Source: an optimization exercise on an open RTL-to-GDS flow (aim: small area). Production flows keep margins and buffers that such runs may drop.
Only simulation tests tie the RTL to the original design; equivalence was not proved.
No activity file was given, so power comes from the tool's default toggle rates.

==> flow/config.mk <==
export PLATFORM = sky130hd
export DESIGN_NAME = neuron_network
export DESIGN_NICKNAME = neuron_network
export VERILOG_FILES = /design/flow/design.v
export SDC_FILE = /design/flow/constraint.sdc
export NUM_CORES = 4
export LEC_CHECK = 0
export CAP_MARGIN = 20
export CORE_MARGIN = 2
export CORE_UTILIZATION = 40
export SLEW_MARGIN = 20
export SYNTH_HIERARCHICAL = 1
export SYNTH_MINIMUM_KEEP_SIZE = 0
==> flow/constraint.sdc <==
create_clock -name core_clock -period 10.0 [get_ports {clk_i}]
set_input_delay 2.0000 -clock core_clock [delete_from_list [all_inputs] [get_ports {clk_i}]]
set_output_delay 2.0000 -clock core_clock [all_outputs]
set_load 0.01 [all_outputs]
==> flow/design.v <==
`timescale 1ns / 1ps
module neuron_eval (
    input [31:0] a,
    input [8:0] P,
    input [8:0] L,
    input [8:0] T,
    input [1:0] We,
    input [1:0] Wo,
    output spike
);
    wire s1, c2;
    fa_m u_s1 (.x(a[0]), .y(a[2]), .z(a[4]), .s(s1), .c(c2));
    wire s3, c4;
    fa_m u_s3 (.x(a[6]), .y(a[8]), .z(a[10]), .s(s3), .c(c4));
    wire s5, c6;
    fa_m u_s5 (.x(a[12]), .y(a[14]), .z(a[16]), .s(s5), .c(c6));
    wire s7, c8;
    fa_m u_s7 (.x(a[18]), .y(a[20]), .z(a[22]), .s(s7), .c(c8));
    wire s9, c10;
    fa_m u_s9 (.x(a[24]), .y(a[26]), .z(a[28]), .s(s9), .c(c10));
    wire s11, c12;
    fa_m u_s11 (.x(a[30]), .y(s1), .z(s3), .s(s11), .c(c12));
    wire s13, c14;
    fa_m u_s13 (.x(s5), .y(s7), .z(s9), .s(s13), .c(c14));
    wire s15, c16;
    ha_m u_s15 (.x(s11), .y(s13), .s(s15), .c(c16));
    wire s17, c18;
    fa_m u_s17 (.x(c2), .y(c4), .z(c6), .s(s17), .c(c18));
    wire s19, c20;
    fa_m u_s19 (.x(c8), .y(c10), .z(c12), .s(s19), .c(c20));
    wire s21, c22;
    fa_m u_s21 (.x(c14), .y(c16), .z(s17), .s(s21), .c(c22));
    wire s23, c24;
    ha_m u_s23 (.x(s19), .y(s21), .s(s23), .c(c24));
    wire s25, c26;
    fa_m u_s25 (.x(c18), .y(c20), .z(c22), .s(s25), .c(c26));
    wire s27, c28;
    ha_m u_s27 (.x(c24), .y(s25), .s(s27), .c(c28));
    wire s29, c30;
    ha_m u_s29 (.x(c26), .y(c28), .s(s29), .c(c30));
    wire s31, c32;
    fa_m u_s31 (.x(a[1]), .y(a[3]), .z(a[5]), .s(s31), .c(c32));
    wire s33, c34;
    fa_m u_s33 (.x(a[7]), .y(a[9]), .z(a[11]), .s(s33), .c(c34));
    wire s35, c36;
    fa_m u_s35 (.x(a[13]), .y(a[15]), .z(a[17]), .s(s35), .c(c36));
    wire s37, c38;
    fa_m u_s37 (.x(a[19]), .y(a[21]), .z(a[23]), .s(s37), .c(c38));
    wire s39, c40;
    fa_m u_s39 (.x(a[25]), .y(a[27]), .z(a[29]), .s(s39), .c(c40));
    wire s41, c42;
    fa_m u_s41 (.x(a[31]), .y(s31), .z(s33), .s(s41), .c(c42));
    wire s43, c44;
    fa_m u_s43 (.x(s35), .y(s37), .z(s39), .s(s43), .c(c44));
    wire s45, c46;
    ha_m u_s45 (.x(s41), .y(s43), .s(s45), .c(c46));
    wire s47, c48;
    fa_m u_s47 (.x(c32), .y(c34), .z(c36), .s(s47), .c(c48));
    wire s49, c50;
    fa_m u_s49 (.x(c38), .y(c40), .z(c42), .s(s49), .c(c50));
    wire s51, c52;
    fa_m u_s51 (.x(c44), .y(c46), .z(s47), .s(s51), .c(c52));
    wire s53, c54;
    ha_m u_s53 (.x(s49), .y(s51), .s(s53), .c(c54));
    wire s55, c56;
    fa_m u_s55 (.x(c48), .y(c50), .z(c52), .s(s55), .c(c56));
    wire s57, c58;
    ha_m u_s57 (.x(c54), .y(s55), .s(s57), .c(c58));
    wire s59, c60;
    ha_m u_s59 (.x(c56), .y(c58), .s(s59), .c(c60));
    wire ae0 = We[0] & s15;
    wire ao0 = Wo[0] & s45;
    wire ne0 = ~(We[1] & s15);
    wire no0 = ~(Wo[1] & s45);
    wire ae1 = We[0] & s23;
    wire ao1 = Wo[0] & s53;
    wire ne1 = ~(We[1] & s23);
    wire no1 = ~(Wo[1] & s53);
    wire ae2 = We[0] & s27;
    wire ao2 = Wo[0] & s57;
    wire ne2 = ~(We[1] & s27);
    wire no2 = ~(Wo[1] & s57);
    wire ae3 = We[0] & s29;
    wire ao3 = Wo[0] & s59;
    wire ne3 = ~(We[1] & s29);
    wire no3 = ~(Wo[1] & s59);
    wire ae4 = We[0] & c30;
    wire ao4 = Wo[0] & c60;
    wire ne4 = ~(We[1] & c30);
    wire no4 = ~(Wo[1] & c60);
    wire s61, c62;
    fa_m u_s61 (.x(P[0]), .y(L[0]), .z(ae0), .s(s61), .c(c62));
    wire s63, c64;
    ha_m u_s63 (.x(ao0), .y(s61), .s(s63), .c(c64));
    wire s65, c66;
    fa_m u_s65 (.x(P[1]), .y(L[1]), .z(ne0), .s(s65), .c(c66));
    wire s67, c68;
    fa_m u_s67 (.x(no0), .y(ae1), .z(ao1), .s(s67), .c(c68));
    wire s69, c70;
    fa_m u_s69 (.x(c62), .y(c64), .z(s65), .s(s69), .c(c70));
    wire s71, c72;
    ha_m u_s71 (.x(s67), .y(s69), .s(s71), .c(c72));
    wire s73, c74;
    fa_m u_s73 (.x(P[2]), .y(L[2]), .z(ne1), .s(s73), .c(c74));
    wire s75, c76;
    fa_m u_s75 (.x(no1), .y(ae2), .z(ao2), .s(s75), .c(c76));
    wire s77, c78;
    fa_m u_s77 (.x(c66), .y(c68), .z(c70), .s(s77), .c(c78));
    wire s79, c80;
    fa_m u_s79 (.x(c72), .y(s73), .z(s75), .s(s79), .c(c80));
    wire s81, c82;
    ha_m u_s81 (.x(s77), .y(s79), .s(s81), .c(c82));
    wire s83, c84;
    fa_m u_s83 (.x(P[3]), .y(L[3]), .z(ne2), .s(s83), .c(c84));
    wire s85, c86;
    fa_m u_s85 (.x(no2), .y(ae3), .z(ao3), .s(s85), .c(c86));
    wire s87, c88;
    fa_m u_s87 (.x(c74), .y(c76), .z(c78), .s(s87), .c(c88));
    wire s89, c90;
    fa_m u_s89 (.x(c80), .y(c82), .z(s83), .s(s89), .c(c90));
    wire s91, c92;
    fa_m u_s91 (.x(s85), .y(s87), .z(s89), .s(s91), .c(c92));
    wire s93, c94;
    fa_m u_s93 (.x(P[4]), .y(L[4]), .z(ne3), .s(s93), .c(c94));
    wire s95, c96;
    fa_m u_s95 (.x(no3), .y(ae4), .z(ao4), .s(s95), .c(c96));
    wire s97, c98;
    fa_m u_s97 (.x(c84), .y(c86), .z(c88), .s(s97), .c(c98));
    wire s99, c100;
    fa_m u_s99 (.x(c90), .y(c92), .z(s93), .s(s99), .c(c100));
    wire s101, c102;
    fa_m u_s101 (.x(s95), .y(s97), .z(s99), .s(s101), .c(c102));
    wire s103, c104;
    fa_m u_s103 (.x(P[5]), .y(L[5]), .z(ne4), .s(s103), .c(c104));
    wire s105, c106;
    fa_m u_s105 (.x(no4), .y(c94), .z(c96), .s(s105), .c(c106));
    wire s107, c108;
    fa_m u_s107 (.x(c98), .y(c100), .z(c102), .s(s107), .c(c108));
    wire s109, c110;
    fa_m u_s109 (.x(s103), .y(s105), .z(s107), .s(s109), .c(c110));
    wire s111, c112;
    fa_m u_s111 (.x(P[6]), .y(L[6]), .z(c104), .s(s111), .c(c112));
    wire s113, c114;
    fa_m u_s113 (.x(c106), .y(c108), .z(c110), .s(s113), .c(c114));
    wire s115, c116;
    ha_m u_s115 (.x(s111), .y(s113), .s(s115), .c(c116));
    wire s117, c118;
    fa_m u_s117 (.x(P[7]), .y(L[7]), .z(c112), .s(s117), .c(c118));
    wire s119, c120;
    fa_m u_s119 (.x(c114), .y(c116), .z(s117), .s(s119), .c(c120));
    wire s121, c122;
    fa_m u_s121 (.x(P[8]), .y(L[8]), .z(c118), .s(s121), .c(c122));
    wire s123, c124;
    ha_m u_s123 (.x(c120), .y(s121), .s(s123), .c(c124));
    wire [8:0] Vf = {s123, s119, s115, s109, s101, s91, s81, s71, s63};
    assign spike = Vf > {~T[8], T[7:0]};
endmodule
module fa_m (input x, input y, input z, output s, output c);
    assign s = x ^ y ^ z;
    assign c = (x & y) | (z & (x ^ y));
endmodule
module ha_m (input x, input y, output s, output c);
    assign s = x ^ y;
    assign c = x & y;
endmodule
`timescale 1ns / 1ps
module neuron_network (
    input clk_i,
    input wb_rst_i,
    input wbs_cyc_i,
    input wbs_stb_i,
    input wbs_we_i,
    input [3:0] wbs_sel_i,
    input [31:0] wbs_adr_i,
    input [31:0] wbs_dat_i,
    output reg wbs_ack_o,
    output [31:0] wbs_dat_o
);
    wire [31:0] adr = wbs_adr_i;
    wire wr = wbs_cyc_i & wbs_stb_i & wbs_we_i;
    wire rd = wbs_cyc_i & wbs_stb_i & ~wbs_we_i & (adr[18:17] == 2'b10);
    wire [31:0] lane = {{8{wbs_sel_i[3]}}, {8{wbs_sel_i[2]}}, {8{wbs_sel_i[1]}}, {8{wbs_sel_i[0]}}};
    wire in_hit0 = wr & (adr[31:2] == 30'h20000000);
    wire in_hit1 = wr & (adr[31:2] == 30'h20004000);
    reg [31:0] in0, in1;
    reg vin0, vin1;
    always @(posedge clk_i or posedge wb_rst_i)
        if (wb_rst_i) begin
            vin0 <= 1'b0;
            vin1 <= 1'b0;
        end else begin
            if (in_hit0) vin0 <= 1'b1;
            if (in_hit1) vin1 <= 1'b1;
        end
    genvar b;
    generate
        for (b = 0; b < 4; b = b + 1) begin : in_lane
            always @(posedge clk_i) begin
                if (in_hit0 & (wbs_sel_i[b] | ~vin0)) in0[8*b +: 8] <= wbs_dat_i[8*b +: 8] & lane[8*b +: 8];
                if (in_hit1 & (wbs_sel_i[b] | ~vin1)) in1[8*b +: 8] <= wbs_dat_i[8*b +: 8] & lane[8*b +: 8];
            end
        end
    endgenerate
    wire preg = wr & (adr[31:17] == 15'h4001) & (adr[15:12] == 4'h0);
    wire [5:0] word = adr[7:2];
    wire [31:0] d0 = wbs_dat_i & lane & {32{word == 6'd0}};
    wire [31:0] d1 = wbs_dat_i & lane & {32{word == 6'd1}};
    wire [31:0] d2 = wbs_dat_i & lane & {32{word == 6'd2}};
    wire [31:0] d3 = wbs_dat_i & lane & {32{word == 6'd3}};
    wire [7:0] p_hi = d1[31:24] + 8'd66;
    wire [3:0] w0l = wbs_sel_i & {4{word == 6'd0}};
    wire [3:0] w1l = wbs_sel_i & {4{word == 6'd1}};
    wire [3:0] w2l = wbs_sel_i & {4{word == 6'd2}};
    wire [3:0] w3l = wbs_sel_i & {4{word == 6'd3}};
    reg sel;   
    always @(posedge clk_i or posedge wb_rst_i)
        if (wb_rst_i) sel <= 1'b0;
        else sel <= adr[16];
    wire [31:0] g0 = in0 & {32{vin0 & ~sel}};
    wire [31:0] g1 = in1 & {32{vin1 & sel}};
    wire [15:0] f;        
    wire [15:0] v1all;    
    reg [15:0] pre0, pre1;
    genvar c, n;
    generate
        for (n = 0; n < 16; n = n + 1) begin : neuron
            wire [31:0] mask [0:1];
            wire [8:0] pot [0:1];
            wire [8:0] leak [0:1];
            wire [8:0] thr [0:1];
            wire [1:0] we_ [0:1];
            wire [1:0] wo_ [0:1];
            wire vld [0:1];
            for (c = 0; c < 2; c = c + 1) begin : core
                wire hit = preg & (adr[16] == c) & (adr[11:8] == n);
                reg v;
                always @(posedge clk_i or posedge wb_rst_i)
                    if (wb_rst_i) v <= 1'b0;
                    else if (hit) v <= 1'b1;
                reg [31:0] m;
                reg [8:0] p, l, t;
                reg [1:0] we, wo;
                always @(posedge clk_i) begin
                    if (hit & (w0l[0] | ~v)) m[7:0] <= d0[7:0];
                    if (hit & (w0l[1] | ~v)) m[15:8] <= d0[15:8];
                    if (hit & (w0l[2] | ~v)) m[23:16] <= d0[23:16];
                    if (hit & (w0l[3] | ~v)) m[31:24] <= d0[31:24];
                    if (hit & (w1l[3] | ~v)) p[8:1] <= p_hi;
                    if (hit & (w1l[2] | ~v)) p[0] <= d1[23];
                    if (hit & (w1l[0] | ~v)) we <= d1[6:5];
                    if (hit & (w2l[3] | ~v)) wo <= d2[29:28];
                    if (hit & (w2l[1] | ~v)) l[8:7] <= d2[9:8];
                    if (hit & (w2l[0] | ~v)) l[6:0] <= d2[7:1];
                    if (hit & (w2l[0] | ~v)) t[8] <= d2[0];
                    if (hit & (w3l[3] | ~v)) t[7:0] <= d3[31:24];
                end
                assign mask[c] = m;
                assign pot[c] = p;
                assign leak[c] = l;
                assign thr[c] = t;
                assign we_[c] = we;
                assign wo_[c] = wo;
                assign vld[c] = v;
            end
            assign v1all[n] = vld[1];
            wire [31:0] a = (mask[0] & g0) | (mask[1] & g1);
            wire [8:0] P = sel ? pot[1] : pot[0];
            wire [8:0] L = sel ? leak[1] : leak[0];
            wire [8:0] T = sel ? thr[1] : thr[0];
            wire [1:0] We = sel ? we_[1] : we_[0];
            wire [1:0] Wo = sel ? wo_[1] : wo_[0];
            wire V_ok = sel ? vld[1] : vld[0];
            wire f_raw;
            neuron_eval ev (
                .a(a), .P(P), .L(L), .T(T), .We(We), .Wo(Wo), .spike(f_raw)
            );
            assign f[n] = V_ok & f_raw;
        end
    endgenerate
    always @(posedge clk_i) begin
        if (~sel) pre0 <= f;
        if (sel) pre1 <= f;
    end
    wire [15:0] spike0 = sel ? pre0 : f;
    wire [15:0] spike1 = sel ? f : (pre1 & v1all);
    reg [15:0] out0, out1;
    reg vout0, vout1;
    always @(posedge clk_i or posedge wb_rst_i)
        if (wb_rst_i) begin
            vout0 <= 1'b0;
            vout1 <= 1'b0;
        end else begin
            if (adr[20]) vout0 <= 1'b1;
            if (adr[21]) vout1 <= 1'b1;
        end
    always @(posedge clk_i) begin
        if (adr[20]) out0 <= spike0;
        if (adr[21]) out1 <= spike1;
    end
    wire m0 = adr[31:2] == 30'h20010000;
    wire m1 = adr[31:2] == 30'h20014000;
    reg [15:0] dat;
    always @(posedge clk_i or posedge wb_rst_i)
        if (wb_rst_i) begin
            wbs_ack_o <= 1'b0;
            dat <= 16'h0000;
        end else if (rd) begin
            wbs_ack_o <= 1'b1;
            dat <= (out0 & {16{m0 & vout0}}) | (out1 & {16{m1 & vout1}});
        end
    assign wbs_dat_o = {16'h0000, dat};
endmodule
==> flow/run.sh <==
#!/bin/bash
# synth_recipe.tcl (not shown) runs the flow's synth.tcl, then flattens the netlist and writes it again
# the make line also repeats each setting of config.mk as NAME=value (left out here)
make -C /OpenROAD-flow-scripts/flow DESIGN_CONFIG=/design/flow/config.mk WORK_HOME=/design/flow/orfs CLKGATE_MAP_FILE= SYNTH_SCRIPT=/design/flow/synth_recipe.tcl finish
==> results.ini <==
[status]
status = finished with violations
violatedChecks = negative setup slack

[critical_path]
crit_top_cell = fa_1
reg2reg_slack_ps = -740
slowest_delay_ps = 590
worstPathArrival_ps = 11330
r2r_start = sel
cp_max_fo = 8
criticalPathCategory = reg -> reg
rr_worst_depth = 35
r2r_end = out1[4]
cp.required_ps = 10590
cp_slowest_cell = fa_1
end_kind = flop
worstSetupStartpointType = flop

[sta]
rsz0062_at_grt = yes
max_slew_margin_pct = 20.76
layout_setup_ws_ps = -739.7
fmax_mhz = 93.11
layout_min_cycle_time_ps = 10740
finalSetupViolCount = 64
drv_slew = 0
worst_pin_slew_ps = 1189
skew_ps = 73.64
hold_ws_ps = 441.4
hold_viol_final = 0
period_share_pct = 107.4

[floorplanning]
start_util_pct = 40.15
core_area_mm2 = 0.2618
num_io_pins = 106
die_w_um = 516.6
die_h_um = 516.6
row_count = 188
die_area_mm2 = 0.2669

[route]
dr_wl_met3_um = 30220
routed_wl_um = 338500
dr_wl_met2_um = 161900
top_layer_used = met5
via_per_inst = 5.756
avgRoutedWirePerCell_um = 32.93
drc = 0
met1_length_um = 133400
drtIter0Drc = 7148
drt_pass1_iterations = 5
via_count = 59160
ant_nets = 0

[layout]
fin_nets = 7763
mostFrequentLayoutCells = 2128 x edfxtp_1, 631 x fa_1, 496 x mux2_2
syn_to_final_growth_pct = 17.39
final_cell_area_mm2 = 0.1234
fin_util_pct = 47.13
final-seq-area_mm2 = 0.06558
multiInputGateArea_mm2 = 0.03978
drive_gt1_share_pct = 26.12
fillCellCount = 21890
layout_commonest_cell = edfxtp_1

[global_route]
grt.overflow.total = 0
antenna_found_initial = 33
grtUsageTotal_pct = 25.26
grt_pass1_vias = 60150
grt_first_pass_wirelength_um = 467500
grt_start_max_net_pins = 121

[placement]
post-place-ws_ps = -1030
port_buffers = 87
finalWeightedCongestion = 0.9163
dp_hpwl_um = 227200
placed_cell_area_mm2 = 0.1138

[synth]
yosysUniqueCellTypes = 46
syn_inst = 6162
syn_area_mm2 = 0.1051
yosysWarningCount = 7
ys_ff_latch = 2198
synth-edff-count = 2128
synth_area_per_cell_um2 = 17.06
synthArstFlopShare_pct = 2.457
synth_ff_type = edfxtp_1
ys_seq_area_share_pct = 62.38

[clock_tree]
numCtsBuffers = 222
clk_latency_ps = 910
clk_pin_slew_ps = 60
clock-root-buffer = clkbuf_16
clock_path_buffers = 3
cts.sinks = 2198
htree_levels = 4
cts_tree = yes

[hold_path]
hold_path_class = reg -> reg
hp-start = out1[7]
min_to = dat[7]
min_path_cells = 2

[job]
max-cap-violations = 0

[power]
power_density_mw_per_mm2 = 152.3
leakage_uw = 0.04012
ir_drop_mv = 0.1565

[through the flow]
step / setup TNS (ps) / cells / total power, µW
global placement: -47540 / 9794 / 10420
finish: -38360 / 10280 / 18790
floorplan: -18.22 / 6177 / 10310
CTS: -37150 / 10220 / 18880
detailed placement: -51990 / 9797 / 10430
global route: -53430 / 10270 / 19230
[where the power goes]
group	internal, µW	total (µW)	switching [µW]	leakage, µW
clock network	4900	8560	3660	0.00366
registers	9960	9970	2.80	0.0161
logic	102	267	165	0.0204
[worst max path at each step]
stage,to,startpoint
floorplan,out1[10],sel
global placement,out0[8],sel
detailed placement,out0[2],sel
CTS,out1[0],sel
global route,out1[4],sel
finish,out1[4],sel
[critical path: cells and delay by family (launching register included)]
family / cells / cell delay, ps
AO/OA/AOI/OAI: 2 / 240
adder cells (fa/ha/maj): 20 / 7640
multiplexers: 1 / 150
AND/OR/NAND/NOR: 7 / 1060
buffers and inverters: 5 / 740
flip-flops: 1 / 530
[Yosys stat by module (local to each module, per instance)]
module	cell area [µm²]	flip-flops and latches	copies in the design	cells inside
fa_m	20.02	0	784	1
ha_m	12.51	0	208	1
neuron_eval	317.8	0	16	50
neuron_network	81730	2198	1	4370
[cells in the mapped netlist, types with 4 or more instances]
library cell	instances	share of area, %
a21oi_1	408	1.9
dfxtp_1	16	0.30
nor2_1	51	0.18
a22o_1	512	4.3
buf_1	24	0.086
nand2b_1	36	0.21
ha_1	353	4.2
mux2_2	496	5.3
a31oi_1	16	0.095
inv_1	144	0.51
dfrtp_1	54	1.3
and2_1	224	1.3
nand3_1	29	0.14
o21ai_0	32	0.15
edfxtp_1	2128	61
nor2b_1	54	0.32
o21ai_1	16	0.076
a22oi_1	16	0.11
buf_4	20	0.14
fa_1	784	15
a21o_1	16	0.11
and3_1	64	0.38
buf_2	117	0.56
nand4_1	19	0.11
o21a_1	16	0.11
and4_1	16	0.13
nor3_1	4	0.019
clkbuf_1	174	0.62
mux2i_1	32	0.30
nand3_2	4	0.038
nand2_1	258	0.92
[cell families after synthesis]
| group | share of synthesized area, % |
|---|---|
| other cells | 0.003568 |
| mux | 5.618 |
| compound gates | 6.884 |
| simple gates | 4.015 |
| flops | 62.38 |
| buf+inv | 1.921 |
| fa+ha+maj | 19.13 |
| xor+xnor | 0.04167 |
[routing by layer]
layer / track usage (%) / vias up
met3: 4.986 / 560
li1: - / 23960
met2: 41.23 / 2910
met1: 33.49 / 31710
met4: 9.299 / 14
met5: 0 / -
[timing repair]
item | in CTS | in global routing
resized for setup | 194 | 189
hold endpoints to repair | 0 | 0
endpoints found under the setup margin | 64 | 64
buffers inserted | 5 | 45
hold buffers | 0 | 0
pin swaps | 64 | 356
cloned | 2 | 4
[area by class of cell]
cell class	count	share of cell area, %
Inverter	144	0.4390
Clock buffer	266	4.734
Clock inverter	154	1.334
Timing Repair Buffer	487	4.517
Antenna cell	14	0.02839
Multi-Input combinational cell	3500	32.24
Tap cell	3515	3.564
Sequential cell	2198	53.14
[state kept, by name (all words and copies together) (netlist names)]
signal          cells
wbs_ack_o           1
in0                32
neuron.core.l     288
vin0                1
neuron.core.we     64
neuron.core.p     288
dat                16
pre0               16
pre1               16
in1                32
sel                 1
out1               16
out0               16
neuron.core.m    1024
neuron.core.t     288
neuron.core.v      32
vin1                1
vout1               1
neuron.core.wo     64
vout0               1

## re-timing with driven ports
How much do the figures lean on ideal ports? The routed layout below was timed once more, with nothing changed but the port constraints. Step 1 assumes that a clkbuf_16 drives the clock port and a buf_2 every other input. Step 2 times the ports against the registers' clock, not the clock port: input delays grow and output delays shrink by t, the midpoint of the rising clock arrivals with the driver on. Slacks: ideal ports / drivers / drivers and shift; pairs: ideal ports / drivers.
t (ns): 0.964
setup WS [ns]: -0.740 / -0.740 / -0.740
worst slew at a driven data input, ns: 0.09
For this run, drivers alone change the setup slack by 0.000 ns; drivers and shift together by 0.000 ns.
